From an optimization exercise on the open Yosys and OpenROAD flow, aimed at small area and a short achievable clock period; shortcuts taken in it are not production practice. Power and IR drop assume default switching activity.

==> module ALU_pre, before the edit <==
module ALU_pre (
    input   logic [4:0]     op_i,
    input   logic [31:0]    a_i,
    input   logic [31:0]    b_i,
    output  logic [31:0]    p_o,
    output  logic [31:0]    g_o,
    output  logic [3:0]     sel_o
);
    logic is_add, is_sub, is_xor, is_or, is_and, is_sll, is_sra, is_srl;
    logic is_jalr, is_eq, is_ne, is_cmp, is_scmp, is_lt, is_shr, is_sh;
    logic neg, arith, kx, kn;
    always_comb begin
        is_add  = op_i == 5'd0;
        is_sub  = op_i == 5'd1;
        is_xor  = op_i == 5'd2;
        is_or   = op_i == 5'd3;
        is_and  = op_i == 5'd4;
        is_sll  = op_i == 5'd5;
        is_sra  = op_i == 5'd8;
        is_srl  = op_i == 5'd9;
        is_jalr = op_i == 5'd10;
        is_eq   = op_i == 5'd11;
        is_ne   = op_i == 5'd12;
        is_cmp  = (op_i == 5'd6) | (op_i == 5'd7) | (op_i == 5'd13) |
                  (op_i == 5'd14) | (op_i == 5'd15) | (op_i == 5'd16);
        is_scmp = (op_i == 5'd6) | (op_i == 5'd13) | (op_i == 5'd15);
        is_lt   = (op_i == 5'd6) | (op_i == 5'd7) | (op_i == 5'd13) | (op_i == 5'd14);
        is_shr  = is_sra | is_srl;
        is_sh   = is_shr | is_sll;
        neg     = is_sub | is_cmp | is_eq | is_ne;
        arith   = is_add | is_jalr | is_sub | is_cmp;
        kx      = arith | is_xor | is_or | is_eq | is_ne;
        kn      = is_or | is_and;
    end
    logic [31:0] x, n, m, a_rev;
    assign x = a_i ^ b_i;
    assign n = a_i & b_i;
    assign m = a_i & ~b_i;
    always_comb for (int i = 0; i < 32; i++) a_rev[i] = a_i[31-i];
    logic big;
    assign big = |b_i[31:5];
    always_comb begin
        p_o = ({32{kx}}     & (x ^ {32{neg}})) |
              ({32{kn}}     & n) |
              ({32{is_shr}} & a_i) |
              ({32{is_sll}} & a_rev);
        for (int i = 0; i < 32; i++)
            g_o[i] = a_i[i] & (b_i[i] ? (is_add | is_jalr) : (is_sub | is_cmp));
        if (is_scmp) g_o[31] = ~a_i[31] & b_i[31];
        if (is_jalr) p_o[0] = 1'b0;
        if (is_sub)  p_o[0] = x[0];
        if (is_cmp)  p_o[0] = is_lt;
        if (is_eq)   p_o[0] = 1'b0;
        if (is_ne)   p_o[0] = 1'b1;
        if (is_sub | is_cmp) g_o[0] = a_i[0] | ~b_i[0];
        if (is_eq | is_ne)   g_o[0] = ~x[0];
        if (is_sh)   g_o[5:0] = {is_sra, b_i[4:0] | {5{big}}};   
        sel_o = {is_sll & ~big, is_sra | (is_srl & ~big), is_cmp | is_eq | is_ne,
                 ~(is_sh | is_cmp | is_eq | is_ne)};
    end
endmodule
==> module ALU_carry, before the edit <==
module ALU_carry (
    input   logic [31:0]    p_i,
    input   logic [31:0]    g_i,
    output  logic [31:0]    c_o
);
    logic [31:0] gl [0:9];
    logic [31:0] pl [0:9];
    always_comb begin
        gl[0] = g_i;
        pl[0] = {p_i[31:1], 1'b0};
        for (int l = 0; l < 5; l++) begin
            for (int i = 0; i < 32; i++) begin
                if ((i % (2 << l)) == (2 << l) - 1) begin
                    gl[l+1][i] = gl[l][i] | (pl[l][i] & gl[l][i - (1 << l)]);
                    pl[l+1][i] = pl[l][i] & pl[l][i - (1 << l)];
                end else begin
                    gl[l+1][i] = gl[l][i];
                    pl[l+1][i] = pl[l][i];
                end
            end
        end
        for (int l = 3; l >= 0; l--) begin
            for (int i = 0; i < 32; i++) begin
                if ((i % (2 << l)) == (1 << l) - 1 && i >= (2 << l)) begin
                    gl[9-l][i] = gl[8-l][i] | (pl[8-l][i] & gl[8-l][i - (1 << l)]);
                    pl[9-l][i] = pl[8-l][i] & pl[8-l][i - (1 << l)];
                end else begin
                    gl[9-l][i] = gl[8-l][i];
                    pl[9-l][i] = pl[8-l][i];
                end
            end
        end
        c_o = {gl[9][30:0], gl[9][31]};
    end
endmodule
==> flow/config.mk <==
export PLATFORM = sky130hd
export DESIGN_NAME = alu_stage
export DESIGN_NICKNAME = alu_stage
export VERILOG_FILES = /design/flow/design.v
export SDC_FILE = /design/flow/constraint.sdc
export NUM_CORES = 4
export LEC_CHECK = 0
export ABC_AREA = 1
export CAP_MARGIN = 20
export CORE_MARGIN = 2
export CORE_UTILIZATION = 40
export SETUP_SLACK_MARGIN = 3.0
export SLEW_MARGIN = 20
export TNS_END_PERCENT = 100
==> flow/constraint.sdc <==
create_clock -name core_clock -period 5.0 [get_ports {clk}]
set_input_delay 1.0000 -clock core_clock [delete_from_list [all_inputs] [get_ports {clk}]]
set_output_delay 1.0000 -clock core_clock [all_outputs]
set_load 0.01 [all_outputs]
standard.sh (not shown) runs the stock make flow with config.mk's settings and CLKGATE_MAP_FILE= SYNTH_SCRIPT=/design/flow/synth_recipe.tcl, a recipe that flattens the netlist after the stock synthesis.
==> flow/flow/run.sh <==
#!/bin/bash
# Standard layout, with plain buffers (instead of the delay cells that
# buffer_ports picks by default) on the input and output ports.
set -euo pipefail
bash standard.sh BUFFER_PORTS_ARGS="-buffer_cell sky130_fd_sc_hd__buf_2" finish > standard_make.log 2>&1
The starting point finished clean.
Rerun with:
--- a/flow/design.v
+++ b/flow/design.v
@@ -274,11 +274,11 @@
     output  logic [31:0]    g_o,
     output  logic [3:0]     sel_o
 );
     logic is_add, is_sub, is_xor, is_or, is_and, is_sll, is_sra, is_srl;
     logic is_jalr, is_eq, is_ne, is_cmp, is_scmp, is_lt, is_shr, is_sh;
-    logic neg, arith, kx, kn;
+    logic neg, kx, kn;
     always_comb begin
         is_add  = op_i == 5'd0;
         is_sub  = op_i == 5'd1;
         is_xor  = op_i == 5'd2;
         is_or   = op_i == 5'd3;
@@ -293,40 +293,49 @@
                   (op_i == 5'd14) | (op_i == 5'd15) | (op_i == 5'd16);
         is_scmp = (op_i == 5'd6) | (op_i == 5'd13) | (op_i == 5'd15);
         is_lt   = (op_i == 5'd6) | (op_i == 5'd7) | (op_i == 5'd13) | (op_i == 5'd14);
         is_shr  = is_sra | is_srl;
         is_sh   = is_shr | is_sll;
-        neg     = is_sub | is_cmp | is_eq | is_ne;
-        arith   = is_add | is_jalr | is_sub | is_cmp;
-        kx      = arith | is_xor | is_or | is_eq | is_ne;
-        kn      = is_or | is_and;
+    end
+    logic [3:0] l;
+    logic       h;
+    logic       ksr, ksl, kg1, kg0;
+    assign {h, l} = op_i;
+    always_comb begin
+        neg = h | l[2] | (l[0] & ~l[1]) | (l[3] & l[0]);
+        kx  = h | ~(~l[1] & (l[3] ^ l[2]));
+        kn  = ~h & ~l[3] & ((~l[2] & l[1] & l[0]) | (l[2] & ~l[1] & ~l[0]));
+        ksr = l[3] & ~l[2] & ~l[1];
+        ksl = ~l[3] & l[2] & ~l[1] & l[0];
+        kg1 = ~h & ~l[0] & ~l[2] & (~l[1] | l[3]);
+        kg0 = h | (l[2] & l[1]) | (~l[1] & l[0]);
     end
     logic [31:0] x, n, m, a_rev;
     assign x = a_i ^ b_i;
     assign n = a_i & b_i;
     assign m = a_i & ~b_i;
     always_comb for (int i = 0; i < 32; i++) a_rev[i] = a_i[31-i];
     logic big;
     assign big = |b_i[31:5];
     always_comb begin
-        p_o = ({32{kx}}     & (x ^ {32{neg}})) |
-              ({32{kn}}     & n) |
-              ({32{is_shr}} & a_i) |
-              ({32{is_sll}} & a_rev);
+        p_o = ({32{kx}}  & (x ^ {32{neg}})) |
+              ({32{kn}}  & n) |
+              ({32{ksr}} & a_i) |
+              ({32{ksl}} & a_rev);
         for (int i = 0; i < 32; i++)
-            g_o[i] = a_i[i] & (b_i[i] ? (is_add | is_jalr) : (is_sub | is_cmp));
+            g_o[i] = a_i[i] & (b_i[i] ? kg1 : kg0);
         if (is_scmp) g_o[31] = ~a_i[31] & b_i[31];
         if (is_jalr) p_o[0] = 1'b0;
         if (is_sub)  p_o[0] = x[0];
         if (is_cmp)  p_o[0] = is_lt;
         if (is_eq)   p_o[0] = 1'b0;
         if (is_ne)   p_o[0] = 1'b1;
         if (is_sub | is_cmp) g_o[0] = a_i[0] | ~b_i[0];
         if (is_eq | is_ne)   g_o[0] = ~x[0];
         if (is_sh)   g_o[5:0] = {is_sra, b_i[4:0] | {5{big}}};   
         sel_o = {is_sll & ~big, is_sra | (is_srl & ~big), is_cmp | is_eq | is_ne,
-                 ~(is_sh | is_cmp | is_eq | is_ne)};
+                 is_add | is_sub | is_xor | is_or | is_and | is_jalr};
     end
 endmodule
 module ALU (
     input   logic [31:0]    p_i,
     input   logic [31:0]    g_i,
@@ -377,38 +386,27 @@
 module ALU_carry (
     input   logic [31:0]    p_i,
     input   logic [31:0]    g_i,
     output  logic [31:0]    c_o
 );
-    logic [31:0] gl [0:9];
-    logic [31:0] pl [0:9];
+    logic [31:0] gl [0:5];
+    logic [31:0] pl [0:5];
     always_comb begin
         gl[0] = g_i;
         pl[0] = {p_i[31:1], 1'b0};
         for (int l = 0; l < 5; l++) begin
             for (int i = 0; i < 32; i++) begin
-                if ((i % (2 << l)) == (2 << l) - 1) begin
-                    gl[l+1][i] = gl[l][i] | (pl[l][i] & gl[l][i - (1 << l)]);
-                    pl[l+1][i] = pl[l][i] & pl[l][i - (1 << l)];
+                if ((i >> l) & 1) begin
+                    gl[l+1][i] = gl[l][i] | (pl[l][i] & gl[l][((i >> l) << l) - 1]);
+                    pl[l+1][i] = pl[l][i] & pl[l][((i >> l) << l) - 1];
                 end else begin
                     gl[l+1][i] = gl[l][i];
                     pl[l+1][i] = pl[l][i];
                 end
             end
         end
-        for (int l = 3; l >= 0; l--) begin
-            for (int i = 0; i < 32; i++) begin
-                if ((i % (2 << l)) == (1 << l) - 1 && i >= (2 << l)) begin
-                    gl[9-l][i] = gl[8-l][i] | (pl[8-l][i] & gl[8-l][i - (1 << l)]);
-                    pl[9-l][i] = pl[8-l][i] & pl[8-l][i - (1 << l)];
-                end else begin
-                    gl[9-l][i] = gl[8-l][i];
-                    pl[9-l][i] = pl[8-l][i];
-                end
-            end
-        end
-        c_o = {gl[9][30:0], gl[9][31]};
+        c_o = {gl[5][30:0], gl[5][31]};
     end
 endmodule
 module ALU_shift (
     input   logic [31:0]    a_i,
     input   logic [4:0]     amt_i,
What happened: The new run finished with timing, DRC and antenna clean. Cell area hardly moves. Register-to-register slack got worse by 20 ps. Wire length came out higher by 13%. Setup slack improved by 140 ps. Via count came out higher by 13%. Combinational power came out higher by about 6%.
No functional check of the RTL was part of any run of this note.

re-timing with driven ports:
The results above use ideal ports. As a check the final layouts listed here were re-extracted and re-timed, cells and wires unchanged. Step 1 (the two cells are an assumption about what drives the block):
set clk [get_ports {clk}]
set_driving_cell -lib_cell sky130_fd_sc_hd__clkbuf_16 $clk
set_driving_cell -lib_cell sky130_fd_sc_hd__buf_2 [delete_from_list [all_inputs] $clk]
Step 2 also shifts input and output timing later by t, the mid clock arrival at the registers, as if the neighbouring blocks saw the same clock. Slacks: ideal ports / drivers / drivers and shift; pairs: ideal ports / drivers.
run	t (ns)	slack for setup (ns)	hold WS [ns]	worst slew at a driven data input, ns
the first run	0.398	2.884 / 2.860 / 2.462	0.545 / 0.545 / 0.545	0.06
the second run	0.408	3.022 / 3.044 / 2.636	0.563 / 0.563 / 0.563	0.05
After both steps setup and hold are still met in every run listed. For the first run, which loses most, drivers alone change the setup slack by -0.024 ns; drivers and shift together by -0.422 ns.
